Background: an optimization exercise with open tools, aiming at small area, a short achievable clock period and few clock cycles. Do not read the settings as production practice. Where RTL was checked, it was by simulation tests only, not by an equivalence proof against the original. For runs 2 to 6, only the layout was checked, not whether the RTL still works. Power and IR drop assume default switching activity.

==> flow/design.v <==
module potato_cpu(input clk, input rst_n, input [7:0] start_pc,
      input [15:0] mem_rdata,
      output [7:0] mem_addr, output mem_we, output [15:0] mem_wdata,
      output halted, output[15:0] out);
wire [15:0] ram_r_data, ir_out, sximm5, sximm8, datapath_out;
wire [7:0] pc_out, pc_in, DARout, ram_addr;
wire [2:0] opcode, r_addr, w_addr ;
wire [1:0] reg_sel, ALU_op, shift_op, wb_sel  ;
wire load_ir, w_en, en_A, en_B, en_C, sel_A, 
sel_B, en_status, Z, N, V, load_pc, load_addr, sel_addr, ram_w_en, clear_pc ;
sixteen_bit_reg InstructionReg(.clk(clk), .in(ram_r_data),
.en(load_ir), .out(ir_out));
idecoder Idecoder(.ir(ir_out), .reg_sel(reg_sel), .opcode(opcode),
 .ALU_op(ALU_op), .shift_op(shift_op), .sximm5(sximm5), .sximm8(sximm8),
  .r_addr(r_addr), .w_addr(w_addr));
datapath Datapath(.clk(clk), .mdata(ram_r_data), .pc(pc_out), .wb_sel(wb_sel),
.w_addr(w_addr), .w_en(w_en), .r_addr(r_addr), .en_A(en_A),
.en_B(en_B), .shift_op(shift_op), .sel_A(sel_A), .sel_B(sel_B),
.ALU_op(ALU_op), .en_C(en_C), .en_status(en_status), .sximm8(sximm8),
.sximm5(sximm5),.datapath_out(datapath_out), .Z_out(Z), 
.N_out(N), .V_out(V));
controller Controller(         
.clk(clk), .rst_n(rst_n), .opcode(opcode),
.ALU_op(ALU_op), .shift_op(shift_op), .Z(Z),   .N(N),   .V(V), 
.reg_sel(reg_sel), .wb_sel(wb_sel), .w_en(w_en), .en_A(en_A), 
.en_B(en_B), .en_C(en_C), .en_status(en_status), .sel_A(sel_A), .sel_B(sel_B),
.load_ir(load_ir), .load_pc(load_pc), .load_addr(load_addr), .clear_pc(clear_pc),
.sel_addr(sel_addr), .ram_w_en(ram_w_en), .halted(halted)
          );
assign  pc_in = (clear_pc)? start_pc  : pc_out + 1'd1; 
eight_bit_reg ProgramCounter(.clk(clk), .in(pc_in), .en(load_pc),
 .out(pc_out));
eight_bit_reg DataAddressRegister(.clk(clk), .in(rst_n ? datapath_out[7:0] : 8'd0), 
.en(load_addr | ~rst_n), .out(DARout));
assign  ram_addr = (sel_addr)? pc_out : DARout; 
assign mem_addr = ram_addr;
assign mem_we = ram_w_en;
assign mem_wdata = datapath_out;
assign ram_r_data = mem_rdata;
assign out = datapath_out;
endmodule
module ALU(input [15:0] val_A, input [15:0] val_B,
 input [1:0] ALU_op, output [15:0] ALU_out, output [2:0] znv);
reg [15:0] ALU_ot;
assign ALU_out = ALU_ot;
always_comb begin 
case(ALU_op)
2'b00: ALU_ot = val_A+val_B;
2'b01: ALU_ot = val_A-val_B;
2'b10: ALU_ot = val_A & val_B;
2'b11: ALU_ot =~val_B;
default ALU_ot = 16'd0;
endcase
end
reg overFlow;
assign znv[2] = (ALU_out)? 1'b0:1'b1;
assign znv[1] = (ALU_out[15])? 1'b1: 1'b0;
assign znv[0] = (overFlow);
always_comb begin 
case({val_A[15], val_B[15], ALU_op, znv[1]})
5'b1_0_01_0: overFlow = 1'b1;  
5'b0_1_01_1: overFlow = 1'b1; 
5'b1_1_00_0: overFlow = 1'b1;  
5'b0_0_00_1: overFlow = 1'b1;  
default:  overFlow = 1'b0;
endcase
end
endmodule
module controller(input clk, input rst_n, 
input [2:0] opcode, input [1:0] ALU_op, input [1:0] shift_op,
input Z, input N, input V,
output [1:0] reg_sel, output [1:0] wb_sel, output w_en,
output en_A, output en_B, output en_C, output en_status,
output sel_A, output sel_B,
output load_ir, output load_pc, output load_addr, output clear_pc,
output sel_addr, output ram_w_en, output halted);
reg [10:0] outDD;  
reg [5:0] outMM;  
assign {reg_sel, wb_sel, w_en, en_A, 
en_B, en_C, en_status, sel_A, sel_B} = outDD;
assign {load_ir, load_pc, load_addr, 
clear_pc, sel_addr, ram_w_en} = outMM;
enum reg[5:0]{
HALT = 6'd0,
FETCH1 = 6'd1,  
FETCH2 = 6'd2,  
FETCH3 = 6'd3,  
FETCH4 = 6'd26,
MOVIM = 6'd4, 
MOV1 = 6'd5, 
MOV2 = 6'd6, 
MOV3 = 6'd7, 
ANDD1 = 6'd8,
ANDD2 = 6'd9, 
ANDD3 = 6'd10,
ANDD4 = 6'd11, 
CMP1 = 6'd12, 
CMP2 = 6'd13,
CMP3 = 6'd14,
MVN1 = 6'd15,
MVN2 = 6'd16,
MVN3 = 6'd17,
CMPTAD1 = 6'd18,  
CMPTAD2 = 6'd19,   
CMPTAD3 = 6'd20,  
STR1 = 6'd21,   
STR2 = 6'd22,   
STR3 = 6'd23,  
LDR1 = 6'd24,   
LDR2 = 6'd25,   
LDR3 = 6'd27
} state;
assign halted = (state == HALT);
always_ff @(posedge clk) begin
if (~rst_n) begin
state <= FETCH1;
end else begin
casex ({state, opcode, ALU_op })
{HALT, 3'bx, 2'bx } : state <= HALT;
{FETCH4, 3'b111, 2'bx } : state <= HALT;
{FETCH1, 3'bx, 2'bx } : state <= FETCH2;
{FETCH2, 3'bx, 2'bx } : state <= FETCH3;
{FETCH3, 3'bx, 2'bx } : state <= FETCH4;
{FETCH4, 3'b110, 2'b10} : state <= MOVIM;
{FETCH4, 3'b110, 2'b00} : state <= MOV1;
{FETCH4, 3'b101, 2'bx0} : state <=ANDD1;
{FETCH4, 3'b101, 2'b01} : state <= CMP1;
{FETCH4, 3'b101, 2'b11} : state <= MVN1;
{FETCH4, 3'b011, 2'bxx} : state <= CMPTAD1;
{FETCH4, 3'b100, 2'bxx} : state <= CMPTAD1;
{CMPTAD1, 3'bxxx, 2'bxx} : state <= CMPTAD2;
{CMPTAD2, 3'bxxx, 2'bxx} : state <= CMPTAD3;
{CMPTAD3, 3'b011, 2'bxx} : state <= LDR1;
{CMPTAD3, 3'b100, 2'bxx} : state <= STR1;
{MOVIM, 3'bxxx, 2'bxx} : state <= FETCH2;
{MOV1, 3'bxxx, 2'bxx} : state <= MOV2;
{MOV2, 3'bxxx, 2'bxx} : state <= MOV3;
{MOV3, 3'bxxx, 2'bxx} : state <= FETCH2;
{ANDD1, 3'bxxx, 2'bxx} : state <= ANDD2;
{ANDD2, 3'bxxx, 2'bxx} : state <= ANDD3;
{ANDD3, 3'bxxx, 2'bxx} : state <= ANDD4;
{ANDD4, 3'bxxx, 2'bxx} : state <= FETCH2;
{CMP1, 3'bxxx, 2'bxx} : state <= CMP2;
{CMP2, 3'bxxx, 2'bxx} : state <= CMP3;
{CMP3, 3'bxxx, 2'bxx} : state <= FETCH2;
{MVN1, 3'bxxx, 2'bxx} : state <= MVN2;
{MVN2, 3'bxxx, 2'bxx} : state <= MVN3;
{MVN3, 3'bxxx, 2'bxx} : state <= FETCH2;
{STR1, 3'bxxx, 2'bxx} : state <= STR2;
{STR2, 3'bxxx, 2'bxx} : state <= STR3;
{STR3, 3'bxxx, 2'bxx} : state <= FETCH2;
{LDR1, 3'bxxx, 2'bxx} : state <= LDR2;
{LDR2, 3'bxxx, 2'bxx} : state <= LDR3;
{LDR3, 3'bxxx, 2'bxx} : state <= FETCH2;
endcase
end
end
always_comb begin
case (state)
FETCH1 : outDD = 11'b00_00_0_0_0_0_0_0_0; 
FETCH2 : outDD = 11'b00_00_0_0_0_0_0_0_0; 
FETCH3 : outDD = 11'b00_00_0_0_0_0_0_0_0; 
FETCH4 : outDD = 11'b00_00_0_0_0_0_0_0_0; 
HALT : outDD = 11'b00_00_0_0_0_0_0_0_0; 
MOVIM : outDD =  11'b10_10_1_0_0_0_0_1_1;
MOV1 : outDD =  11'b00_00_0_0_1_0_0_1_0;
MOV2 : outDD =  11'b00_00_0_0_0_1_0_1_0;
MOV3 : outDD =  11'b01_00_1_0_0_0_0_1_0;
ANDD1 : outDD =  11'b10_00_0_1_0_0_0_0_0;
ANDD2 : outDD =  11'b00_00_0_0_1_0_0_0_0;
ANDD3 : outDD =  11'b01_00_0_0_0_1_0_0_0;
ANDD4 : outDD =  11'b01_00_1_0_0_0_0_0_0;
CMP1 : outDD =  11'b10_00_0_1_0_0_0_0_0;
CMP2 : outDD =  11'b00_00_0_0_1_0_0_0_0;
CMP3 : outDD =  11'b01_00_0_0_0_0_1_0_0;
MVN1 : outDD =  11'b00_00_0_0_1_0_0_1_0;
MVN2 : outDD =  11'b00_00_0_0_0_1_0_1_0;
MVN3 : outDD =  11'b01_00_1_0_0_0_0_1_0;
CMPTAD1 : outDD =  11'b10_00_0_1_0_0_0_0_1;
CMPTAD2 : outDD =  11'b10_00_0_0_0_1_0_0_1;
CMPTAD3 : outDD =  11'b10_00_0_0_0_0_0_0_1;
STR1 : outDD =  11'b01_00_0_0_1_0_0_1_0;
STR2 : outDD =  11'b10_00_0_0_0_1_0_1_0;
STR3 : outDD =  11'b10_00_0_0_0_0_0_1_0;
LDR1 : outDD =  11'b01_11_0_0_0_0_0_1_0;
LDR2 : outDD =  11'b01_11_0_0_0_0_0_1_0;
LDR3 : outDD =  11'b01_11_1_0_0_0_0_1_0;
default : outDD = 11'b00_00_0_0_0_0_0_0_0;
endcase
end
always_comb begin
case (state)
FETCH1 : outMM = 6'b0_1_0_1_1_0; 
FETCH2 : outMM = 6'b0_0_0_0_1_0; 
FETCH3 : outMM = 6'b1_0_0_0_1_0; 
FETCH4 : outMM = 6'b0_1_0_0_1_0; 
HALT : outMM = 6'b0_0_0_0_1_0; 
MOVIM : outMM =  6'b0_0_0_0_1_0;
MOV1 : outMM =  6'b0_0_0_0_1_0;
MOV2 : outMM =  6'b0_0_0_0_1_0;
MOV3 : outMM =  6'b0_0_0_0_1_0;
ANDD1 : outMM =  6'b0_0_0_0_1_0;
ANDD2 : outMM =  6'b0_0_0_0_1_0;
ANDD3 : outMM =  6'b0_0_0_0_1_0;
ANDD4 : outMM =  6'b0_0_0_0_1_0;
CMP1 : outMM =  6'b0_0_0_0_1_0;
CMP2 : outMM =  6'b0_0_0_0_1_0;
CMP3 : outMM =  6'b0_0_0_0_1_0;
MVN1 : outMM =  6'b0_0_0_0_1_0;
MVN2 : outMM =  6'b0_0_0_0_1_0;
MVN3 : outMM =  6'b0_0_0_0_1_0;
CMPTAD1 : outMM =  6'b0_0_0_0_0_0;
CMPTAD2 : outMM =  6'b0_0_0_0_0_0;
CMPTAD3 : outMM =  6'b0_0_1_0_0_0;
STR1 : outMM =  6'b0_0_0_0_0_0;
STR2 : outMM =  6'b0_0_0_0_0_0;
STR3 : outMM =  6'b0_0_0_0_0_1;
LDR1 : outMM =  6'b0_0_0_0_0_0;
LDR2 : outMM =  6'b0_0_0_0_0_0;
LDR3 : outMM =  6'b0_0_0_0_0_0;
default : outMM = 6'b0_0_0_0_1_0;
endcase
end
endmodule
module datapath(input clk, input [15:0] mdata, input [7:0] pc, input [1:0] wb_sel,
                input [2:0] w_addr, input w_en, input [2:0] r_addr, input en_A,
                input en_B, input [1:0] shift_op, input sel_A, input sel_B,
                input [1:0] ALU_op, input en_C, input en_status,
		input [15:0] sximm8, input [15:0] sximm5,
                output [15:0] datapath_out, output Z_out, output N_out, output V_out);
  reg [15:0] r_data, w_data, val_A, val_B, ALU_out,
shift_in, shift_out, reg_A_out; 
wire [2:0] znv;
regfile regfile1 (.w_data(w_data), .w_addr(w_addr), .w_en(w_en),
.r_addr(r_addr),.clk(clk), .r_data(r_data) );
ALU ALU1(.val_A(val_A), .val_B(val_B), .ALU_op(ALU_op),
.ALU_out(ALU_out), .znv(znv));
sixteen_bit_reg regA(.clk(clk), .in(r_data), .en(en_A), .out(reg_A_out) );
sixteen_bit_reg regB(.clk(clk), .in(r_data), .en(en_B), .out(shift_in) );
sixteen_bit_reg regC(.clk(clk), .in(ALU_out), .en(en_C), .out(datapath_out) );
always_comb begin
val_A = (sel_A) ? 16'b0 : reg_A_out;
val_B = (sel_B) ? sximm5: shift_out;
end
shifter shifter1(.shift_in(shift_in), .shift_op(shift_op), .shift_out(shift_out));
always_comb begin
case (wb_sel)
2'b00: w_data = datapath_out;
2'b01: w_data = {8'b0, pc};
2'b10: w_data = sximm8;
2'b11: w_data = mdata;
endcase
end
three_bit_reg status(.clk(clk), .in(znv), .en(en_status), .out({Z_out, N_out, V_out}));
endmodule
module idecoder(input [15:0] ir, input [1:0] reg_sel,
                output [2:0] opcode, output [1:0] ALU_op, output [1:0] shift_op,
		output [15:0] sximm5, output [15:0] sximm8,
                output [2:0] r_addr, output [2:0] w_addr);
        reg [2:0] r_add, w_add;
        reg [1:0] shift;
        assign opcode = ir[15:13];
        assign ALU_op = ir[12:11];
        assign sximm5 = {ir[4],ir[4],ir[4],ir[4],ir[4],ir[4],ir[4]
        ,ir[4],ir[4],ir[4], ir[4] ,ir[4:0]} ;
        assign sximm8 = {ir[7],ir[7],ir[7],ir[7],ir[7],
        ir[7],ir[7], ir[7], ir[7:0]};
        always_comb begin
          case(opcode)
          3'b110: shift = ir[4:3];
          3'b101: shift = ir[4:3];
          default: shift = 2'b00;
          endcase
        end
        assign shift_op = shift;
        always_comb begin 
        case(reg_sel) 
        2'b00: w_add = ir[2:0];
        2'b01: w_add = ir[7:5];
        2'b10: w_add = ir[10:8];
        default: w_add =  3'b000;
        endcase
        end 
        always_comb begin 
        case(reg_sel) 
        2'b00: r_add = ir[2:0];
        2'b01: r_add = ir[7:5];
        2'b10: r_add = ir[10:8];
        default: r_add =  3'b000;
        endcase
        end 
        assign r_addr = r_add;
        assign w_addr = w_add;
endmodule
module eight_bit_reg(input clk, input [7:0] in, input en, output reg [7:0] out);
always_ff @(posedge clk) if(en) out <= in;
endmodule
module sixteen_bit_reg(input clk, input [15:0]in, input en, output reg [15:0]out);
always_ff @(posedge clk) if (en) out <= in;
endmodule
module three_bit_reg(input clk, input [2:0]in, input en, output reg [2:0] out);
always_ff @(posedge clk) if (en) out <= in;
endmodule 
module regfile(input logic clk, input logic [15:0] w_data,
 input logic [2:0] w_addr, input logic w_en,
  input logic [2:0] r_addr, output logic [15:0] r_data);
    logic [15:0] m[0:7];
    assign r_data = m[r_addr];
    always_ff @(posedge clk) if (w_en) m[w_addr] <= w_data;
endmodule
module shifter(input [15:0] shift_in, 
input [1:0] shift_op, output reg [15:0] shift_out);
always_comb begin 
    case(shift_op)
    2'b00 : shift_out = shift_in;
    2'b01 : shift_out = {shift_in[14:0], 1'b0};
    2'b10 : shift_out = {1'b0, shift_in[15:1]};
    2'b11 : shift_out ={shift_in[15], shift_in[15:1]};
    default: shift_out = shift_in;
    endcase
end
endmodule
==> flow/run.sh <==
#!/bin/bash
# synth_recipe.tcl (not shown) runs the flow's synth.tcl, then flattens the netlist and writes it again
# the make line also repeats each setting of config.mk as NAME=value (left out here)
make -C /OpenROAD-flow-scripts/flow DESIGN_CONFIG=/design/flow/config.mk WORK_HOME=/design/flow/orfs CLKGATE_MAP_FILE= SYNTH_SCRIPT=/design/flow/synth_recipe.tcl finish
==> flow/config.mk <==
export PLATFORM = sky130hd
export DESIGN_NAME = potato_cpu
export DESIGN_NICKNAME = potato_cpu
export VERILOG_FILES = /design/flow/design.v
export SDC_FILE = /design/flow/constraint.sdc
export NUM_CORES = 4
export LEC_CHECK = 0
export CAP_MARGIN = 20
export CORE_MARGIN = 2
export CORE_UTILIZATION = 40
export SLEW_MARGIN = 20
==> flow/constraint.sdc <==
create_clock -name core_clock -period 5.5 [get_ports {clk}]
set_input_delay 1.1000 -clock core_clock [delete_from_list [all_inputs] [get_ports {clk}]]
set_output_delay 1.1000 -clock core_clock [all_outputs]
set_load 0.01 [all_outputs]
==> run summary, run 1 <==
status no timing/DRC/antenna violations; f_max 196 MHz; Synth Area in Compound Gates 10.4%; main combinational cell family by area after synthesis simple AND/OR/NAND/NOR gates; Slew HR ~38%; Synth Register Bits 229; Clock Latency Late Sink 540 ps; max-cap violations 0; syn avg cell area about 11 sq um; Worst-Margin Slew 928 ps; ys async rst share 0%; worst setup path class register to register; DRC 0; Port-buffer cells 67; most area-consuming cells after synthesis edfxtp_1 (53%), nand2_1 (6.5%), nand3_1 (4.0%); Final Hold Violating Endpoints 0; Antenna Diode Count 0; Num Clock Sinks 229; Vias about 8.3k; clock skew 24.5 ps; I/O pin total roughly 70; synth warn 9; GP Congestion just under 0.9; Core Rows 62; crit path max fanout 14; most used cell, CP a21oi_1; Initial Util between 40% and 50%; Fill cells 2672; Pins Over Slew Limit 0; HPWL after detailed placement 20400 microns; CTS max path bufs 3; Tcrit/Tclk final 92.6%; Die W 175 microns; total iterations of the first detailed-routing run 5; Root Buffer clkbuf_16; Seq/Total Area, Yosys between 50% and 60%; Routed WL per cell just under 20 microns; peak supply drop between 0.2 and 0.3 mV; Post-Route WL a little under 30000 microns; Top FF cell, synth edfxtp_1; Vias/cell 5.50; CP max stage delay about 570 ps; hold_buf cts 0; DRT iter0 DRCs roughly 660; die area 30800 sq um; Non-Filler Instances around 1.5k; Mapped Cells 1075; # placed instances roughly 1.5k; Post-Synth XOR/XNOR Area approximately 2.6%; CP Cell Sequence xor2_4 > a21oi_1 > a221oi_1 > buf_4 > nor2b_1 > a21oi_1 > xor2_1 > ha_1 > a21oi_1 > o21bai_1 > a2111oi_0 > o31ai_1 > or4_1 > a31oi_1 > xor2_1 > o21ai_0; RSZ-0062 raised after global routing no; share of cells above drive strength 1 9.93%; crit path DAT around 5400 ps; global route overflow 0; Slowest-stage cell, CP a2111oi_0; H-tree depth 1; CP required roughly 5800 ps; Yosys top cell by area edfxtp_1; maximum number of pins on one net before global-route repair 40; Adder-Cell Fraction of Synth Area 2.72%; Crit. End Element register; simple-gate share of the synthesized area a little under a fifth; setup TNS 0 ps; clk slew on worst S/H paths 60 ps; vias in the first global route about 8.0k; Tmin final 5090 ps; top-area cell type share of the netlist area a little over half; Mapped Area 11800 sq um; Post-synth top cells edfxtp_1 (208), nand2_1 (203), nand3_1 (95); mux share of post-synthesis cell area ~4.3%; syn_nets about 1.1k; PwrDens about 440 nW/um^2; CTS tree yes; Synth cell types 76; first-pass GRT wire length ~46000 microns; initial antenna violation count 0; Min-Delay Path Class register to register; post-layout net count 1167; Core Area 28900 sq um; gr usage total 19.2%; CTS buffer count 26; P&R area growth vs syn 15.4%; CP Launch Type register; EDFF count, synth roughly 210; final setup vio count 0; leakage dissipation about 5 nW; Antenna Nets Post-Route 0; Die Ht between 150 and 200 microns; most common cell in the synthesized netlist edfxtp_1
==> area by class of cell <==
cell class	count	area [sq um]	share of cell area [%]
clock buffer	30	666	4.91
tap	384	480	3.54
multi-input combinational	745	4690	34.5
inverter	21	78.8	0.581
timing repair buffer	93	866	6.38
clock inverter	10	125	0.922
sequential	229	6670	49.1
==> worst max-delay path, delay by kind of cell (launching register included) <==
| kind | cells | cell delay [ps] |
|---|---|---|
| and+or+nand+nor | 2 | 730 |
| adders and majority gates | 1 | 330 |
| buffers and inverters | 1 | 200 |
| DFF | 1 | 560 |
| xor gates and xnor gates | 3 | 760 |
| AOI/OAI and AO/OA | 9 | 2270 |
==> path summary, 6_finish.rpt <==
path	startpoint	end	slack, ps	cells after the start
worst min register to register	Controller.load_pc	ProgramCounter.out[7]	630	0
worst min-delay path	Controller.load_pc	ProgramCounter.out[7]	630	0
worst max register to register	InstructionReg.out[13]	Datapath.regC.out[14]	410	16
worst max-delay path	InstructionReg.out[13]	Datapath.regC.out[14]	410	16
==> kinds of logic after synthesis <==
kind of cell             after synthesis
flip-flops                           229
XOR/XNOR                              33
AO/OA/AOI/OAI                        176
buffers and inverters                101
AND/OR/NAND/NOR                      472
multiplexers                          39
adder cells (fa/ha/maj)               25
==> cell usage in the layout (no fill, tap or decap), drive strengths merged, types with 18 or more instances in the layout <==
cell type	synthesis	layout
xnor2	18	18
nor2b	32	32
a21oi	33	33
ha	24	24
dfxtp	21	21
o21ai	48	48
nor2	48	48
edfxtp	208	208
nor3	20	20
buf	31	26
inv	21	21
clkbuf	49	30
nand2	203	203
nand3	95	95
clkdlybuf4s50	0	67
==> registers in the layout, summed over array words and instances (netlist names) <==
register                 count
Controller.load_pc           1
Controller.clear_pc          1
Datapath.regA.out           16
Datapath.regC.out           16
ProgramCounter.out           8
DataAddressRegister.out      8
mem_we                       1
Datapath.regB.out           16
Controller.state             5
Controller.load_addr         1
Controller.sel_addr          1
InstructionReg.out          16
Controller.outDD            10
Datapath.regfile1.m        128
Controller.load_ir           1
==> layer usage <==
layer / wire length, microns / vias to the layer above / track usage [%]
met4: 750 / 0 / 4.86
li1: - / 3985 / -
met1: 13400 / 4075 / 27.2
met5: 0 / - / 0
met3: 1310 / 49 / 2.16
met2: 14200 / 212 / 31.5
==> stage by stage <==
stage | power (mW) | util (%) | hold WS, ps | instance area, sq um | setup WS, ps
final | 6.02 | 47.0 | 629 | 13600 | 405
after global routing | 6.36 | 47.0 | 665 | 13600 | 15.5
after CTS | 6.05 | 47.0 | 637 | 13600 | 420
after detailed placement | 4.41 | 44.2 | 638 | 12800 | 431
after global placement | 4.39 | 44.2 | 632 | 12800 | 507
after floorplan | 3.77 | - | 560 | 11800 | 1070
==> what timing repair did <==
item / CTS / global route
setup buffers: 0 / 0
endpoints found under the setup margin: 0 / 1
resized for setup: 0 / 2
==> report_power, final <==
part,internal [mW],switching [mW]
clock,0.953,0.670
combinational,0.787,1.22
sequential,2.19,0.197
Testbench counts, summed over its fixed seeds: cycles 90,884.
==> run 2, diff against run 1 <==
==> flow/design.v (replaced) <==
module pfx_add #(parameter W = 16) (input [W-1:0] a, input [W-1:0] b, output [W-1:0] s);
  reg [W-1:0] g, p;
  integer l, i, k;
  always @* begin
    g = a & b;
    p = a ^ b;
    for (l = 1; l < W; l = l * 2)
      for (i = 0; i < W; i = i + 1)
        if (i & l) begin
          k = (i & ~(l - 1)) - 1;
          g[i] = g[i] | (p[i] & g[k]);
          p[i] = p[i] & p[k];
        end
  end
  assign s = (a ^ b) ^ {g[W-2:0], 1'b0};
endmodule
module potato_cpu(input clk, input rst_n, input [7:0] start_pc,
      input [15:0] mem_rdata,
      output [7:0] mem_addr, output mem_we, output [15:0] mem_wdata,
      output halted, output [15:0] out);
  reg [15:0] R [0:7];    
  reg [15:0] ir;         
  reg [2:0]  rb;         
  reg        iv;         
  reg        fv;         
  reg [7:0]  nf;         
  reg [7:0]  lf;         
  reg        rf;         
  reg        ldp;        
  reg [2:0]  ldr;        
  reg [7:0]  ea;         
  reg        eok;        
  reg [15:0] outr;       
  wire is_halt  = ir[15] & ir[14] & ir[13];           
  wire is_ldr   = ~ir[15];                            
  wire is_str   = ir[15] & ~ir[14] & ~ir[13];         
  wire is_mem   = ~ir[15] | (~ir[14] & ~ir[13]);
  wire is_alu   = ir[15] & ~ir[14] & ir[13];          
  wire is_mov   = ir[15] & ir[14] & ~ir[13];          
  wire is_movim = is_mov & ir[12];
  wire is_cmp   = is_alu & ~ir[12] & ir[11];
  wire halt    = iv & is_halt;
  wire ready   = iv & ~ldp;
  wire stall   = ready & is_mem & ~eok;
  wire exec    = ready & ~stall;
  wire use_ea  = exec & is_mem;
  wire load_ir = ~ldp & ~halt & ~stall;
  wire [15:0] a = R[ir[10:8]];
  wire [15:0] b = R[rb];
  reg  [15:0] bs;
  always @* begin
    case (ir[4:3] & {2{~is_mem}})
      2'b00: bs = b;
      2'b01: bs = {b[14:0], 1'b0};
      2'b10: bs = {1'b0, b[15:1]};
      default: bs = {b[15], b[15:1]};
    endcase
  end
  wire [15:0] sximm5 = {{11{ir[4]}}, ir[4:0]};
  wire [15:0] sximm8 = {{8{ir[7]}}, ir[7:0]};
  wire [15:0] sum;
  pfx_add #(16) add16(.a(a), .b(is_ldr ? sximm5 : bs), .s(sum));
  reg [15:0] res;
  always @* begin
    if (is_ldr) res = sum;
    else if (~ir[13] | is_str) res = bs;    
    else case (ir[12:11])
      2'b00: res = sum;                     
      2'b10: res = a & bs;                  
      default: res = ~bs;                   
    endcase
  end
  wire        wr_ex = exec & ((is_alu & ~is_cmp) | is_mov);
  wire        wen   = ldp | wr_ex;
  wire [2:0]  wa    = ldp ? ldr : (is_movim ? ir[10:8] : ir[7:5]);
  wire [15:0] wd    = ldp ? mem_rdata : (is_movim ? sximm8 : res);
  always @(posedge clk) if (wen) R[wa] <= wd;
  wire out_en = exec & ((is_alu & ~is_cmp) | (is_mov & ~ir[12]) | is_mem);
  always @(posedge clk) if (out_en) outr <= res;
  wire [15:0] nir = load_ir ? mem_rdata : ir;
  wire [15:0] c   = R[nir[10:8]];
  wire [7:0]  ea_n;
  pfx_add #(8) add8(.a(c[7:0]), .b({{3{nir[4]}}, nir[4:0]}), .s(ea_n));
  wire hazard  = use_ea & is_str & fv & (ea == lf);
  wire refetch = rf | (stall & fv);
  assign mem_addr  = ~rst_n ? start_pc : (use_ea ? ea : (refetch ? lf : nf));
  assign mem_we    = use_ea & is_str;
  assign mem_wdata = b;
  always @(posedge clk) begin
    if (~rst_n) begin
      nf  <= start_pc + 8'd1;
      lf  <= start_pc;
      rf  <= 1'b0;
      fv  <= 1'b1;
      iv  <= 1'b0;
      ldp <= 1'b0;
    end else begin
      if (~use_ea & ~refetch) begin
        lf <= nf;
        nf <= nf + 8'd1;
      end
      rf  <= hazard;
      fv  <= ~use_ea;
      ldp <= use_ea & is_ldr;
      if (load_ir) iv <= fv & ~hazard;
    end
    ldr <= ir[7:5];
    if (load_ir) begin
      ir <= mem_rdata;
      rb <= (mem_rdata[15:13] == 3'b100) ? mem_rdata[7:5] : mem_rdata[2:0];
    end
    ea  <= ea_n;
    eok <= ~(wen & (wa == nir[10:8]));
  end
  assign halted = halt;
  assign out = outr;
endmodule
--- a/flow/config.mk
+++ b/flow/config.mk
@@ -7,5 +7,6 @@
 export LEC_CHECK = 0
 export CAP_MARGIN = 20
 export CORE_MARGIN = 2
-export CORE_UTILIZATION = 40
+export CORE_UTILIZATION = 55
+export SETUP_SLACK_MARGIN = 2.5
 export SLEW_MARGIN = 20
==> run summary, run 2 <==
crit path max fanout 8; P_int between 3 and 4 mW; Worst-Margin Slew around 1000 ps; Largest register FFs ~130; Slowest-stage cell, CP mux4_2; Vias 8474; hold_buf cts 0; GP Congestion between 0.9 and 1; Synth cell types 63; Clock Latency Late Sink around 450 ps; gr usage total approximately a third; first-pass GRT wire length approximately 50000 microns; Post-synth top cells edfxtp_1 (171), nand2_1 (77), mux4_2 (63); Non-Filler Instances roughly 1.3k; Antenna Nets Post-Route 0; met2 Track Usage GR between 50% and 60%; Core Rows 52; CTS max path bufs 2; Final Hold Violating Endpoints 0; HPWL after detailed placement 21700 microns; Tcrit/Tclk final about four fifths; synth warn 3; Min-Delay Path Class register to register; Routed WL per cell 25.6 microns; final setup vio count 0; ys async rst share 0%; f_max ~230 MHz; I/O pin total 68; Slew HR between 30% and 40%; clock skew between 20 and 25 ps; Vias/cell 6.34; CP Cell Sequence buf_6 > mux4_2 > mux2i_4 > nor2_1 > a221oi_2 > a21oi_1 > ha_1 > o21a_1 > o211ai_1 > buf_4 > a211oi_4 > buf_4 > o31a_1 > nor2_2 > xor2_1 > o22ai_2 > o31a_1; Initial Util between 50% and 60%; setup TNS 0 ps; clk slew on worst S/H paths roughly 80 ps; setup slack, reg-to-reg around 1100 ps; syn_nets around 880; Num Clock Sinks a little under 200; Mapped Cells just over 800; RSZ-0062 raised after global routing yes; syn avg cell area between 10 and 15 sq um; Clock Power Share a little over a fifth; register bank with the most flops R; initial antenna violation count 1; worst setup path class register to register; Area after DPL 12400 sq um; vias in the first global route about 8.4k; Crit. End Element register; commonest cells after routing, fill and taps aside edfxtp_1 (171), buf_4 (118), mux4_2 (73); most common cell after layout, fill and taps aside edfxtp_1; CP Launch Type register; met1 Use GR a little over two fifths; Top FF cell, synth edfxtp_1; post-layout net count roughly 1.1k; crit path DAT about 4600 ps; Port-buffer cells 67; Synth Register Bits about 200; top-area cell type share of the netlist area 45.6%; Die W 147 microns; # placed instances between 1k and 1.5k; Net Sw Power between 1.5 and 2 mW; Core Area roughly 20000 sq um; PwrDens 379 nW/um^2; Die Ht 147 microns; most used routing layer met2; DRC 0; Mapped Area 11300 sq um; most common cell in the synthesized netlist edfxtp_1; DRT iter0 DRCs 981; final instance area about 15000 sq um; Antenna Diode Count 0; Post-Route WL 34200 microns; GR Util met3 5.47%; status no timing/DRC/antenna violations; die area 21600 sq um; CP max stage delay 530 ps; top flop regs R x128, ir x16, outr x16; Net Sw Frac between 30% and 40%; Tmin final about 4400 ps; total iterations of the first detailed-routing run 5; Pins Over Slew Limit 0; sequential share of power approximately a third; H-tree depth 4; Yosys top cell by area edfxtp_1; Root Buffer clkbuf_16; CTS tree yes; peak supply drop ~0.29 mV; combinational share of power between 40 and 50%; share of cells above drive strength 1 between 40% and 50%; global route overflow 0; max-cap violations 0; EDFF count, synth ~170; most area-consuming cells after synthesis edfxtp_1 (46%), mux4_2 (13%), mux2i_1 (5.0%); leakage dissipation between 5 and 6 nW; maximum number of pins on one net before global-route repair 28; P&R area growth vs syn 35.0%; Seq/Total Area, Yosys about half; CP required 5660 ps; CTS buffer count 17
-- run 2: changes by cell type in the layout (fill, tap and decap cells not counted), sizes merged, moves of 18 or more --
cell	before	now
nand3	95	4
mux2i	15	57
inv	21	50
buf	26	210
nand2	203	77
edfxtp	208	171
mux4	8	80
nor3	20	2
clkdlybuf4s50	67	41
nor2b	32	10
-- run 2: critical path, delay by kind of cell (launching register included) --
kind	cells	cell delay [ps]
AOI/OAI and AO/OA	8	1570
xor gates and xnor gates	1	180
adders and majority gates	1	370
buffers and inverters	3	510
DFF	1	440
muxes	2	810
and+or+nand+nor	2	260
-- run 2: worst paths after layout --
kind,from,end,cells past startpoint
worst min register to register,ir[7],ldr[2],0
worst min-delay path,ir[7],ldr[2],0
worst max register to register,register,R[4][13],17
worst max-delay path,register,R[4][13],17
-- run 2: kinds of logic after synthesis --
logic type	count (synthesis)	share of synthesized area [%]
xor gates and xnor gates	31	2.53
and+or+nand+nor	164	6.67
DFF	198	50.4
AOI/OAI and AO/OA	149	8.69
buffers and inverters	93	3.76
adders and majority gates	28	3.58
muxes	164	24.4
-- run 2: per-layer routing --
layer  part of all wire (%)  vias up
li1                       -     3626
met1                     39     4296
met2                     49      480
met3                    8.8       72
met4                    2.5        0
met5                      0        -
-- run 2: repair_timing --
action                                 CTS  global route
endpoints found under the hold margin    0             0
resized for setup                      287            54
buffers inserted                       127            31
pin swaps                               63            42
setup endpoints to repair              307           290
-- run 2: cell type report --
| type | instances | area, sq um |
|---|---|---|
| inverter | 44 | 166 |
| fill | 1255 | 4970 |
| clock inverter | 15 | 180 |
| sequential | 198 | 5690 |
| multi-input combinational | 536 | 5990 |
| tap | 270 | 338 |
| timing repair buffer | 256 | 2410 |
| clock buffer | 17 | 425 |
-- run 2: power by group through the flow --
stage | clock (mW) | sequential (mW) | combinational, mW
6_report | 1.26 | 2.03 | 2.48
5_1_grt | 1.32 | 2.05 | 2.59
4_1_cts | 1.27 | 2.03 | 2.18
3_5_place_dp | 0 | 2.07 | 1.60
2_1_floorplan | 0 | 2.03 | 1.11
3_3_place_gp | 0 | 2.06 | 1.56
-- run 2: stage by stage --
step / power (mW) / utilization, % / worst slack (ps) / hold WS [ps]
3_3_place_gp: 3.62 / 61.7 / 906 / 372
4_1_cts: 5.48 / 73.2 / 1330 / 393
2_1_floorplan: 3.14 / - / 1670 / 361
3_5_place_dp: 3.67 / 61.7 / 796 / 383
5_1_grt: 5.96 / 75.3 / 976 / 414
6_report: 5.77 / 75.3 / 1080 / 405
==> run 3, diff against run 2 <==
--- a/flow/config.mk
+++ b/flow/config.mk
@@ -7,6 +7,6 @@
 export LEC_CHECK = 0
 export CAP_MARGIN = 20
 export CORE_MARGIN = 2
-export CORE_UTILIZATION = 55
-export SETUP_SLACK_MARGIN = 2.5
+export CORE_UTILIZATION = 40
+export SETUP_SLACK_MARGIN = 1.5
 export SLEW_MARGIN = 20
==> run summary, run 3 <==
synth warn 3; Mapped Cells 827; CTS buffer count 17; Tcrit/Tclk final 76.8%; Worst-Margin Slew between 1000 and 1500 ps; Seq/Total Area, Yosys between 50% and 60%; Post-Route WL about 31000 microns; vias in the first global route roughly 7.6k; clock skew 17.8 ps; Slowest-stage cell, CP fa_2; Slew HR a little over a quarter; GP Congestion approximately 0.86; PwrDens 377 nW/um^2; Min-Delay Path Class register to register; status no timing/DRC/antenna violations; syn_nets 881; P&R area growth vs syn 26.9%; max-cap violations 0; I/O pin total 68; CP required roughly 5700 ps; WP buf/inv 3; Core Rows between 60 and 70; syn avg cell area 13.6 sq um; Post-synth top cells edfxtp_1 (171), nand2_1 (77), mux4_2 (63); hold_buf cts 0; peak supply drop about 0.23 mV; Synth cell types 63; Antenna Nets Post-Route 0; total iterations of the first detailed-routing run 5; Area after DPL between 10000 and 15000 sq um; Yosys top cell by area edfxtp_1; crit path max fanout 8; gr usage total between 20% and 30%; Die W around 170 microns; setup TNS 0 ps; global route overflow 0; CTS max path bufs 2; most area-consuming cells after synthesis edfxtp_1 (46%), mux4_2 (13%), mux2i_1 (5.0%); Synth Register Bits about 200; HPWL after detailed placement around 21000 microns; most common cell in the synthesized netlist edfxtp_1; maximum number of pins on one net before global-route repair 44; CTS tree yes; leakage dissipation around 5.4 nW; worst setup path class register to register; reg-to-reg endpoint R[6][8]; final instance area between 10000 and 15000 sq um; EDFF count, synth around 170; Vias/cell approximately 5.7; CP Cell Sequence buf_12 > buf_8 > mux4_2 > mux2_4 > mux2i_1 > a21oi_2 > o21ba_4 > ha_4 > o211ai_1 > a21o_1 > nand2_2 > a21o_1 > a21oi_2 > fa_2 > o22ai_2 > o31a_1 > buf_12; initial antenna violation count 0; DRC 0; commonest cells after routing, fill and taps aside edfxtp_1 (171), buf_4 (86), mux4_2 (72); CP max stage delay 570 ps; most common cell after layout, fill and taps aside edfxtp_1; Num Clock Sinks a little under 200; top flop regs R x128, ir x16, outr x16; Top FF cell, synth edfxtp_1; Final Util 51.5%; Die Ht roughly 170 microns; CP Launch Type register; Crit. End Element register; crit path DAT around 4400 ps; share of cells above drive strength 1 a little over a third; register bank with the most flops R; Core Area ~28000 sq um; crit-path leading delay family compound AO/OA/AOI/OAI gates; H-tree depth 4; setup slack, reg-to-reg between 1000 and 1500 ps; Routed WL per cell 22.7 microns; Antenna Diode Count 0; Worst R2R Path Depth 17; Largest register FFs roughly 130; Pins Over Slew Limit 0; Initial Util around two fifths; Worst Hold Depth 0; Hold Path Sink ldr[0]; RSZ-0062 raised after global routing yes; clk slew on worst S/H paths approximately 80 ps; f_max 237 MHz; first-pass GRT wire length 45200 microns; ys async rst share 0%; die area approximately 30000 sq um; DRT iter0 DRCs around 700; Tmin final approximately 4200 ps; Root Buffer clkbuf_16; Clock Latency Late Sink 450 ps; top-area cell type share of the netlist area roughly 46%; final setup vio count 0; HP Start ir[5]; WP depth 17; Vias 7849; Final Hold Violating Endpoints 0; Mapped Area roughly 11000 sq um; Port-buffer cells 67; post-layout net count approximately 1.0k
-- run 3: timing repair --
action,4_1_cts,5_1_grt
pin swaps,40,42
gates cloned,1,1
endpoints found under the setup margin,130,117
resized for setup,88,53
setup buffers,49,25
-- run 3: cells by family after synthesis --
logic type	after synthesis	synth area share [%]
DFF	198	50.4
muxes	164	24.4
and+or+nand+nor	164	6.67
AOI/OAI and AO/OA	149	8.69
buffers and inverters	93	3.76
xor gates and xnor gates	31	2.53
adders and majority gates	28	3.58
-- run 3: layout make-up --
type | count | area [sq um]
Multi-Input combinational cell | 536 | 5580
Fill cell | 2364 | 13500
Timing Repair Buffer | 186 | 1760
Sequential cell | 198 | 5690
Tap cell | 378 | 473
Clock buffer | 17 | 425
Clock inverter | 15 | 204
Inverter | 44 | 166
-- run 3: worst max-delay path by stage --
stage / from / endpoint
final: register / R[6][8]
after global routing: register / R[6][9]
after CTS: register / R[1][15]
after detailed placement: register / R[7][15]
after global placement: register / R[7][15]
after floorplan: ir[14] / ea[7]
-- run 3: power breakdown --
part	total, mW	switching (mW)	leakage (nW)	internal, mW
Clock	1.31	0.648	0.301	0.664
Combinational	2.06	1.05	3.29	1.01
Sequential	2.02	0.0935	1.82	1.93
Total	5.39	1.79	5.42	3.60
-- run 3: stage by stage --
| stage | hold slack, ps | worst slack (ps) | power, mW | instances |
|---|---|---|---|---|
| floorplan | 361 | 1470 | 3.05 | 827 |
| finish | 414 | 1270 | 5.39 | 1374 |
| global route | 419 | 1120 | 5.61 | 1374 |
| CTS | 407 | 1380 | 5.20 | 1348 |
| global placement | 385 | 650 | 3.61 | 1266 |
| detailed placement | 393 | 617 | 3.61 | 1266 |
-- run 3: layer usage --
layer | track usage, % | part of all wire (%) | vias up
li1 | - | - | 3491
met1 | 28.2 | 42 | 4008
met2 | 36.0 | 49 | 308
met3 | 2.72 | 7.1 | 42
met4 | 6.54 | 2.3 | 0
met5 | 0 | 0 | -
==> run 4, diff against run 3 <==
--- a/flow/design.v
+++ b/flow/design.v
@@ -20,7 +20,8 @@
       output halted, output [15:0] out);
   reg [15:0] R [0:7];    
   reg [15:0] ir;         
-  reg [2:0]  rb;         
+  reg [7:0]  sa;         
+  reg [7:0]  sb;         
   reg        iv;         
   reg        fv;         
   reg [7:0]  nf;         
@@ -45,21 +46,26 @@
   wire exec    = ready & ~stall;
   wire use_ea  = exec & is_mem;
   wire load_ir = ~ldp & ~halt & ~stall;
-  wire [15:0] a = R[ir[10:8]];
-  wire [15:0] b = R[rb];
-  reg  [15:0] bs;
+  reg [15:0] a, b;
+  integer j;
   always @* begin
-    case (ir[4:3] & {2{~is_mem}})
-      2'b00: bs = b;
-      2'b01: bs = {b[14:0], 1'b0};
-      2'b10: bs = {1'b0, b[15:1]};
-      default: bs = {b[15], b[15:1]};
-    endcase
+    a = 16'd0;
+    b = 16'd0;
+    for (j = 0; j < 8; j = j + 1) begin
+      a = a | ({16{sa[j]}} & R[j]);
+      b = b | ({16{sb[j]}} & R[j]);
+    end
   end
+  wire sh_n = ~ir[4] & ~ir[3] | is_mem;                  
+  wire sh_l = ~ir[4] &  ir[3] & ~is_mem;                 
+  wire sh_r =  ir[4] & ~is_mem;                          
+  wire [15:0] bs = ({16{sh_n}} & b) | ({16{sh_l}} & {b[14:0], 1'b0})
+                 | ({16{sh_r}} & {ir[3] & b[15], b[15:1]});
   wire [15:0] sximm5 = {{11{ir[4]}}, ir[4:0]};
   wire [15:0] sximm8 = {{8{ir[7]}}, ir[7:0]};
+  wire [15:0] bb = is_ldr ? sximm5 : bs;
   wire [15:0] sum;
-  pfx_add #(16) add16(.a(a), .b(is_ldr ? sximm5 : bs), .s(sum));
+  pfx_add #(16) add16(.a(a), .b(bb), .s(sum));
   reg [15:0] res;
   always @* begin
     if (is_ldr) res = sum;
@@ -107,7 +113,8 @@
     ldr <= ir[7:5];
     if (load_ir) begin
       ir <= mem_rdata;
-      rb <= (mem_rdata[15:13] == 3'b100) ? mem_rdata[7:5] : mem_rdata[2:0];
+      sa <= 8'd1 << mem_rdata[10:8];
+      sb <= 8'd1 << ((mem_rdata[15:13] == 3'b100) ? mem_rdata[7:5] : mem_rdata[2:0]);
     end
     ea  <= ea_n;
     eok <= ~(wen & (wa == nir[10:8]));
--- a/flow/config.mk
+++ b/flow/config.mk
@@ -7,6 +7,6 @@
 export LEC_CHECK = 0
 export CAP_MARGIN = 20
 export CORE_MARGIN = 2
-export CORE_UTILIZATION = 40
-export SETUP_SLACK_MARGIN = 1.5
+export CORE_UTILIZATION = 55
+export SETUP_SLACK_MARGIN = 1.2
 export SLEW_MARGIN = 20
==> run summary, run 4 <==
combinational share of power between 30% and 40%; gr usage total 32.1%; RSZ-0062 raised after global routing yes; HPWL after detailed placement 24000 microns; crit path max fanout 16; f_max roughly 240 MHz; most common cell in the synthesized netlist edfxtp_1; Antenna Nets Post-Route 0; Port-buffer cells 67; share of cells above drive strength 1 roughly 14%; Crit. End Element register; Largest register FFs between 100 and 150; CTS max path bufs 3; Tcrit/Tclk final about three quarters; setup TNS 0 ps; H-tree depth 1; most area-consuming cells after synthesis edfxtp_1 (49%), a22oi_1 (8.6%), nand2_1 (4.5%); Post-synth top cells edfxtp_1 (184), nand2_1 (134), a22oi_1 (129); DRT iter0 DRCs 1404; initial antenna violation count 0; clock skew approximately 14 ps; Final Hold Violating Endpoints 0; Core Rows 52; Root Buffer clkbuf_16; sequential share of power between 30 and 40%; crit path DAT ~4500 ps; Clock Power Share ~29%; Clock Latency Late Sink around 530 ps; Pins Over Slew Limit 0; EDFF count, synth around 180; Mapped Area roughly 11000 sq um; total power between 5 and 6 mW; Yosys top cell by area edfxtp_1; Top FF cell, synth edfxtp_1; first-pass GRT wire length ~52000 microns; Seq/Total Area, Yosys 53.4%; P_int ~3.8 mW; Die W approximately 150 microns; Vias about 9k; Initial Util between 50% and 60%; PnR worst setup slack 1290 ps; I/O pin total 68; Net Sw Frac between 30% and 40%; Min-Delay Path Class register to register; Antenna Diode Count 0; clk slew on worst S/H paths ~70 ps; post-layout net count roughly 1.2k; Die Ht 147 microns; Vias/cell approximately 6.6; global route overflow 0; ys async rst share 0%; top-area cell type share of the netlist area 49.2%; Worst-Margin Slew between 1000 and 1500 ps; maximum number of pins on one net before global-route repair 53; die area about 22000 sq um; Mapped Cells a little over 1k; Slew HR a little under a third; Net Sw Power 1.87 mW; most common cell after layout, fill and taps aside edfxtp_1; final setup vio count 0; status no timing/DRC/antenna violations; Synth Register Bits roughly 210; worst setup path class register to register; syn_nets ~1.1k; CTS buffer count 23; Num Clock Sinks between 200 and 250; total iterations of the first detailed-routing run 6; CP required around 5700 ps; P&R area growth vs syn 19.7%; max-cap violations 0; GP Congestion ~0.9; vias in the first global route 8716; CP Launch Type register; leakage dissipation 5.17 nW; peak supply drop 0.344 mV; worst slack, placed roughly 850 ps; commonest cells after routing, fill and taps aside edfxtp_1 (184), nand2_1 (132), a22oi_1 (129); Tmin final 4210 ps; DRC 0; register bank with the most flops R; synth warn 3; Routed WL per cell roughly 25 microns; top flop regs R x128, ir x16, outr x16; syn avg cell area roughly 11 sq um; Synth cell types between 70 and 80; CTS tree yes; Post-Route WL 35500 microns; Core Area 20200 sq um; PwrDens approximately 420 nW/um^2
==> run 4: cell types whose count changed after synthesis, moves of 12 or more <==
cell      change
nand3_1      +26
clkbuf_1     +12
o21ai_0      +22
nand4_1      +31
mux4_1       -17
mux2i_1      -22
edfxtp_1     +13
nand2_1      +57
a22oi_1     +127
mux4_2       -63
mux2_2       -21
==> run 4: power groups by stage <==
| stage | clock [mW] | combinational (mW) | sequential (mW) |
|---|---|---|---|
| final | 1.63 | 1.86 | 2.20 |
| after global routing | 1.71 | 2.01 | 2.20 |
| after CTS | 1.64 | 1.76 | 2.19 |
| after detailed placement | 0 | 1.65 | 2.25 |
| after global placement | 0 | 1.64 | 2.26 |
| after floorplan | 0 | 1.10 | 2.16 |
==> run 4: cells by family after synthesis <==
kind of cell	Yosys count	synth area share, %
buffers and inverters	106	4.20
AO/OA/AOI/OAI	317	20.0
flip-flops	208	53.4
AND/OR/NAND/NOR	290	12.2
adder cells (fa/ha/maj)	28	3.59
multiplexers	42	3.95
XOR/XNOR	34	2.65
==> run 4: worst max-delay path, stage by stage (launching register included) <==
cell	delay, ps
edfxtp_1	940
a22oi_1	210
nand4_1	180
ha_1	160
inv_1	50
fa_1	470
nand2b_1	220
a21oi_2	160
a41oi_1	170
fa_1	460
xnor2_1	150
a22oi_1	170
o221ai_1	200
o21ai_2	200
nand2_2	160
==> run 4: layout make-up <==
type | instances | area [sq um]
Fill cell | 1584 | 6710
Sequential cell | 208 | 6010
Multi-Input combinational cell | 712 | 4850
Timing Repair Buffer | 151 | 1330
Clock buffer | 30 | 622
Tap cell | 270 | 338
Clock inverter | 11 | 176
Inverter | 33 | 129
==> run 4: path summary, 6_finish.rpt <==
kind                            slack [ps]  startpoint      end  depth (start not counted)
worst max-delay path                  1290       sa[1]  R[1][9]                         14
worst min register to register         480       ir[6]   ldr[1]                          0
worst max register to register        1290       sa[1]  R[1][9]                         14
worst min-delay path                   480       ir[6]   ldr[1]                          0
==> run 4: repair_timing <==
item,4_1_cts,5_1_grt
resized for setup,11,16
pin swaps,3,9
hold endpoints to repair,0,0
setup buffers,30,19
hold buffers,0,0
setup endpoints to repair,78,85
gates cloned,0,1
==> run 4: layer usage <==
metal,up-vias,GRT usage [%],wire [microns]
met1,4372,44.5,14200
met2,623,49.2,15400
met4,0,11.7,1620
li1,4139,-,-
met3,142,8.54,4250
met5,-,0,0
==> run 4: stage by stage <==
step / instances / area [sq um] / util, % / hold WS, ps
global placement: 1324 / 12200 / 60.3 / 428
CTS: 1395 / 13200 / 65.7 / 460
global route: 1415 / 13500 / 66.7 / 486
detailed placement: 1324 / 12200 / 60.3 / 439
finish: 1415 / 13500 / 66.7 / 479
floorplan: 1025 / 11200 / - / 361
==> run 5, diff against run 4 <==
--- a/flow/config.mk
+++ b/flow/config.mk
@@ -8,5 +8,4 @@
 export CAP_MARGIN = 20
 export CORE_MARGIN = 2
 export CORE_UTILIZATION = 55
-export SETUP_SLACK_MARGIN = 1.2
 export SLEW_MARGIN = 20
==> run summary, run 5 <==
PwrDens about 430 nW/um^2; CP required between 5000 and 6000 ps; post-CTS setup repair buffer count 0; top flop regs R x128, ir x16, outr x16; leakage dissipation between 4 and 5 nW; register bank with the most flops R; Core Rows 52; f_max ~210 MHz; Tcrit/Tclk final around 88%; Post-synth top cells edfxtp_1 (184), nand2_1 (134), a22oi_1 (129); CTS buffer count 23; Mapped Area between 10000 and 15000 sq um; peak supply drop around 0.34 mV; crit path DAT just over 5000 ps; max-cap violations 0; PnR worst setup slack 670 ps; syn_nets 1079; hold_buf cts 0; hold_ws around 470 ps; Crit. End Element register; RSZ-0062 raised after global routing no; Num Clock Sinks between 200 and 250; # placed instances 1324; status no timing/DRC/antenna violations; CP Launch Type register; initial antenna violation count 1; Min-Delay Path Class register to register; global route overflow 0; GP Congestion between 0.9 and 1; Seq/Total Area, Yosys 53.4%; Die Ht about 150 microns; maximum number of pins on one net before global-route repair 53; I/O pin total around 70; Die W about 150 microns; cts repair resizes 0; Final Hold Violating Endpoints 0; P&R area growth vs syn 15.5%; share of cells above drive strength 1 8.49%; gr usage total around a third; Vias/cell about 6.6; DRC 0; most common cell after layout, fill and taps aside edfxtp_1; Core Area between 20000 and 25000 sq um; highest layer used for signal routing met4; H-tree depth 1; worst setup path class register to register; Root Buffer clkbuf_16; Net Sw Power approximately 1.8 mW; clock skew between 15 and 20 ps; most area-consuming cells after synthesis edfxtp_1 (49%), a22oi_1 (8.6%), nand2_1 (4.5%); Port-buffer cells 67; DRT met1 WL about 14000 microns; Synth Register Bits about 210; Worst-Margin Slew approximately 1000 ps; P_int 3.73 mW; combinational share of power about 31%; total power between 5 and 6 mW; final setup vio count 0; syn avg cell area approximately 11 sq um; Top FF cell, synth edfxtp_1; Clock Latency Late Sink 530 ps; vias in the first global route about 8.5k; Post-Route WL 34600 microns; WL met3 ~4300 microns; Initial Util a little under three fifths; top-area cell type share of the netlist area between 40% and 50%; Routed WL per cell 25.3 microns; Largest register FFs approximately 130; crit path max fanout 16; Mapped Cells between 1k and 1.5k; Fill cells 1607; HPWL after detailed placement 24000 microns; ys async rst share 0%; worst slack, placed 847 ps; CTS tree yes; CTS max path bufs 3; sequential share of power around 40%; Yosys top cell by area edfxtp_1; most common cell in the synthesized netlist edfxtp_1; setup TNS 0 ps; Pins Over Slew Limit 0; total iterations of the first detailed-routing run 6; Clock Power Share 29.3%; Slew HR 32.7%; Synth cell types 73; synth warn 3; EDFF count, synth around 180; Tmin final ~4800 ps; Non-Filler Instances around 1.4k; die area approximately 22000 sq um; Net Sw Frac roughly 33%; commonest cells after routing, fill and taps aside edfxtp_1 (184), nand2_1 (134), a22oi_1 (129); Vias roughly 9k; Antenna Nets Post-Route 0; DRT iter0 DRCs about 1.3k; clk slew on worst S/H paths 70 ps; routed wl met2 15200 microns; first-pass GRT wire length just over 50000 microns; post-layout net count around 1.1k
## run 5: cell counts after synthesis
No cell type changed its count.
## run 5: through the flow
step | cell area (sq um) | util (%)
final | 13000 | 64.3
after global routing | 13000 | 64.3
after CTS | 13000 | 64.3
after detailed placement | 12200 | 60.3
after global placement | 12200 | 60.3
after floorplan | 11200 | -
## run 5: layer usage
metal | track usage (%) | vias to the layer above
met5 | 0 | -
met4 | 11.2 | 0
met3 | 8.88 | 92
met2 | 48.2 | 586
met1 | 44.1 | 4305
li1 | - | 4036
## run 5: logic make-up (layout without fill, tap and decap cells)
kind of cell	Yosys count	after routing	synth area share (%)
flip-flops	208	208	53.4
multiplexers	42	42	3.95
AO/OA/AOI/OAI	317	317	20.0
other	0	1	0
buffers and inverters	106	176	4.20
adder cells (fa/ha/maj)	28	28	3.59
XOR/XNOR	34	34	2.65
AND/OR/NAND/NOR	290	290	12.2
## run 5: worst paths after layout
| check | startpoint | depth (start not counted) | slack [ps] | to |
|---|---|---|---|---|
| hold / removal | ir[6] | 0 | 470 | ldr[1] |
| setup reg to reg | sb[4] | 16 | 670 | R[2][9] |
| hold reg to reg | ir[6] | 0 | 470 | ldr[1] |
| setup / recovery | sb[4] | 16 | 670 | R[2][9] |
## run 5: power groups by stage
stage               clock network [mW]  registers [mW]  logic, mW
finish                            1.63            2.24       1.70
floorplan                            0            2.16       1.10
CTS                               1.64            2.22       1.66
global placement                     0            2.26       1.64
global route                      1.71            2.24       1.85
detailed placement                   0            2.25       1.65
## run 5: layout make-up
class	count	area [sq um]	share of cell area, %
timing repair buffer	102	933	7.19
antenna	1	2.50	0.0193
clock buffer	30	622	4.79
sequential	208	6010	46.3
clock inverter	11	176	1.36
multi-input combinational	711	4770	36.8
tap	270	338	2.60
inverter	33	124	0.955
## run 5: worst max-delay path, cell delays in order (launching register included)
cell	delay [ps]
edfxtp_1	860
a22oi_1	200
nand4_1	260
a32oi_1	180
a21oi_1	220
ha_1	170
inv_1	50
fa_1	470
nand2b_1	220
a21oi_1	190
a41oi_1	190
fa_1	460
xnor2_1	150
a22oi_1	160
o221ai_1	180
o21ai_0	300
nand2_1	260
==> run 6, diff against run 5 <==
==> flow/flow/run.sh (new file) <==
#!/bin/bash
# Own layout flow: the standard ORFS flow, with the I/O port buffers made
# from plain buffers (sky130_fd_sc_hd__buf_2) instead of delay cells, and the
# resizer free to change a cell's footprint. Everything else is standard.
set -euo pipefail
cd "$(dirname "$0")/.."
bash standard.sh MATCH_CELL_FOOTPRINT=0 "BUFFER_PORTS_ARGS=-buffer_cell sky130_fd_sc_hd__buf_2" finish > flow_make.log 2>&1
==> flow/standard.sh (new file) <==
#!/bin/bash
# synth_recipe.tcl (not shown) runs the flow's synth.tcl, then flattens the netlist and writes it again
# the make line also repeats each setting of config.mk as NAME=value (left out here)
make -C /OpenROAD-flow-scripts/flow DESIGN_CONFIG=/design/flow/config.mk WORK_HOME=/design/flow/orfs CLKGATE_MAP_FILE= SYNTH_SCRIPT=/design/flow/synth_recipe.tcl "${@:-finish}"
--- a/flow/config.mk
+++ b/flow/config.mk
@@ -8,4 +8,5 @@
 export CAP_MARGIN = 20
 export CORE_MARGIN = 2
 export CORE_UTILIZATION = 55
+export SETUP_SLACK_MARGIN = 1.2
 export SLEW_MARGIN = 20
removed: flow/run.sh
==> run summary, run 6 <==
status no timing/DRC/antenna violations; Clock Latency Late Sink about 530 ps; die area ~22000 sq um; register bank with the most flops R; Min-Delay Path Class register to register; initial antenna violation count 0; Initial Util between 50% and 60%; commonest cells after routing, fill and taps aside edfxtp_1 (184), nand2_1 (132), a22oi_1 (128); DRT iter0 DRCs between 1k and 1.5k; RSZ-0062 raised after global routing yes; most area-consuming cells after synthesis edfxtp_1 (49%), a22oi_1 (8.6%), nand2_1 (4.5%); Vias/cell between 6 and 7; post-layout net count approximately 1.2k; share of cells above drive strength 1 between 20% and 30%; total power 5.55 mW; Largest register FFs ~130; Port-buffer cells 67; crit path DAT about 4500 ps; mux share of post-synthesis cell area just under 4%; Routed WL per cell between 20 and 30 microns; Non-Filler Instances around 1.4k; Top FF cell, synth edfxtp_1; Final Hold Violating Endpoints 0; # placed instances 1326; top flop regs R x128, ir x16, outr x16; I/O pin total 68; H-tree depth 1; Post-synth top cells edfxtp_1 (184), nand2_1 (134), a22oi_1 (129); Core Rows 52; Vias roughly 9.4k; Slew HR about 35%; DRC 0; Post-Synth XOR/XNOR Area 2.65%; GP Congestion roughly 0.91; syn_nets 1079; CTS max path bufs 3; Adder-Cell Fraction of Synth Area 3.59%; PwrDens about 420 nW/um^2; P&R area growth vs syn 17.3%; final instance area 13200 sq um; main combinational cell family by area after synthesis compound AO/OA/AOI/OAI gates; HPWL after detailed placement around 25000 microns; Antenna Diode Count 0; first-pass GRT wire length 53000 microns; Root Buffer clkbuf_16; Core Area just over 20000 sq um; Seq/Total Area, Yosys 53.4%; setup TNS 0 ps; maximum number of pins on one net before global-route repair between 50 and 60; PnR worst setup slack about 1200 ps; Worst Hold Depth 0; Num Clock Sinks roughly 210; total iterations of the first detailed-routing run 6; Die W approximately 150 microns; Tcrit/Tclk final 77.4%; Crit. End Element register; final setup vio count 0; worst setup path class register to register; hold_buf cts 0; gr usage total between 30% and 40%; Pins Over Slew Limit 0; Synth Register Bits 208; max-cap violations 0; crit path max fanout 8; syn avg cell area about 11 sq um; most common cell after layout, fill and taps aside edfxtp_1; Synth Area in Compound Gates approximately a fifth; clk slew on worst S/H paths approximately 60 ps; Post-Route WL 36700 microns; global route overflow 0; Fill cells 1605; f_max around 230 MHz; peak supply drop 0.347 mV; most common cell in the synthesized netlist edfxtp_1; Worst-Margin Slew between 900 and 1000 ps; simple-gate share of the synthesized area 12.2%; Mapped Area approximately 11000 sq um; CTS buffer count 23; synth warn 3; Die Ht roughly 150 microns; top-area cell type share of the netlist area between 40% and 50%; EDFF count, synth roughly 180; Synth cell types 73; clock skew between 15 and 20 ps; CP required ~5700 ps; Antenna Nets Post-Route 0; leakage dissipation ~5.2 nW; ys async rst share 0%; Tmin final between 4000 and 5000 ps; CTS tree yes; worst slack, placed 804 ps; vias in the first global route 8626; Worst R2R Path Depth 17; CP Launch Type register; Yosys top cell by area edfxtp_1; Area after DPL 11800 sq um; Mapped Cells roughly 1k
[run 6: stage by stage]
| step | hold slack [ps] | util, % |
|---|---|---|
| floorplan | 361 | - |
| global placement | 402 | 58.7 |
| detailed placement | 406 | 58.7 |
| CTS | 413 | 63.4 |
| global route | 426 | 65.3 |
| finish | 417 | 65.3 |
[run 6: metal layers]
| metal | part of all wire, % | vias up | wire [microns] | global-route usage, % |
|---|---|---|---|---|
| met1 | 41 | 4452 | 15000 | 46.9 |
| li1 | - | 4153 | - | - |
| met4 | 4.1 | 0 | 1500 | 11.5 |
| met3 | 11 | 137 | 4000 | 6.18 |
| met2 | 44 | 649 | 16200 | 50.6 |
| met5 | 0 | - | 0 | 0 |
[run 6: worst max-delay path: stages (launching register included)]
cell and delay (ps):
edfxtp_1 540, buf_4 230, a22oi_1 230, nand4_1 160, buf_4 200, a21oi_1 200
nor2_1 70, a21o_1 200, ha_1 270, o21ai_1 140, a21oi_2 160, a41oi_1 170
fa_1 460, xnor2_1 150, a22oi_1 170, o221ai_1 200, o21ai_2 240, nand2_2 150
[run 6: report_power, final]
group          switching (mW)  internal, mW
Clock                   0.616         0.914
Sequential              0.137          2.06
Combinational            1.13         0.700
[run 6: logic make-up (layout without fill, tap and decap cells)]
group,count (synthesis),count (layout)
adder cells (fa/ha/maj),28,28
XOR/XNOR,34,34
multiplexers,42,42
flip-flops,208,208
AND/OR/NAND/NOR,290,290
buffers and inverters,106,230
AO/OA/AOI/OAI,317,318
[run 6: final cells by class]
class | instances | area, sq um | share of cell area, %
well taps | 270 | 338 | 2.56
repair buffers | 157 | 1060 | 8.05
inverters | 33 | 131 | 0.997
clock inverters | 10 | 140 | 1.06
clock buffers | 30 | 602 | 4.57
multi-input cells | 712 | 4900 | 37.2
flip-flops and latches | 208 | 6010 | 45.6
[run 6: final timing paths]
kind,start,endpoint,slack [ps]
max,sb[3],R[4][9],1240
min,ir[5],ldr[0],420
max reg2reg,sb[3],R[4][9],1240
min reg2reg,ir[5],ldr[0],420
[run 6: timing repair]
action                     4_1_cts  5_1_grt
pin swaps                        0       10
setup endpoints to repair       33       92
resized for setup                7       30
gates cloned                     0        2
setup buffers                   23       29

-- afterwards: timing with drivers on the ports --
In the flow no input, the clock included, has a driving cell. The finished layouts below were timed again as built, in two steps. Step 1 assumes that a clkbuf_16 drives the clock port and a buf_2 every other input. Step 2, shift: input delay + t, output delay - t, t = (earliest + latest rising clock arrival at the registers) / 2. This alone moves slack from input paths to output paths. a / b / c = ideal ports / drivers / drivers and shift; a / b = the first two.
run	t, ns	setup WS [ns]	latest minus earliest clock arrival (ns)
run 1	0.579	0.405 / 0.405 / 0.405	0.025 / 0.026
run 2	0.492	1.076 / 1.076 / 1.076	0.021 / 0.022
run 3	0.492	1.274 / 1.274 / 1.173	0.018 / 0.018
run 4	0.569	1.287 / 1.287 / 1.073	0.014 / 0.014
run 5	0.570	0.670 / 0.670 / 0.670	0.015 / 0.016
run 6	0.567	1.242 / 1.242 / 1.242	0.016 / 0.016
After both steps setup and hold are still met in every run listed. For run 4, which loses most, drivers alone change the setup slack by 0.000 ns; drivers and shift together by -0.214 ns.
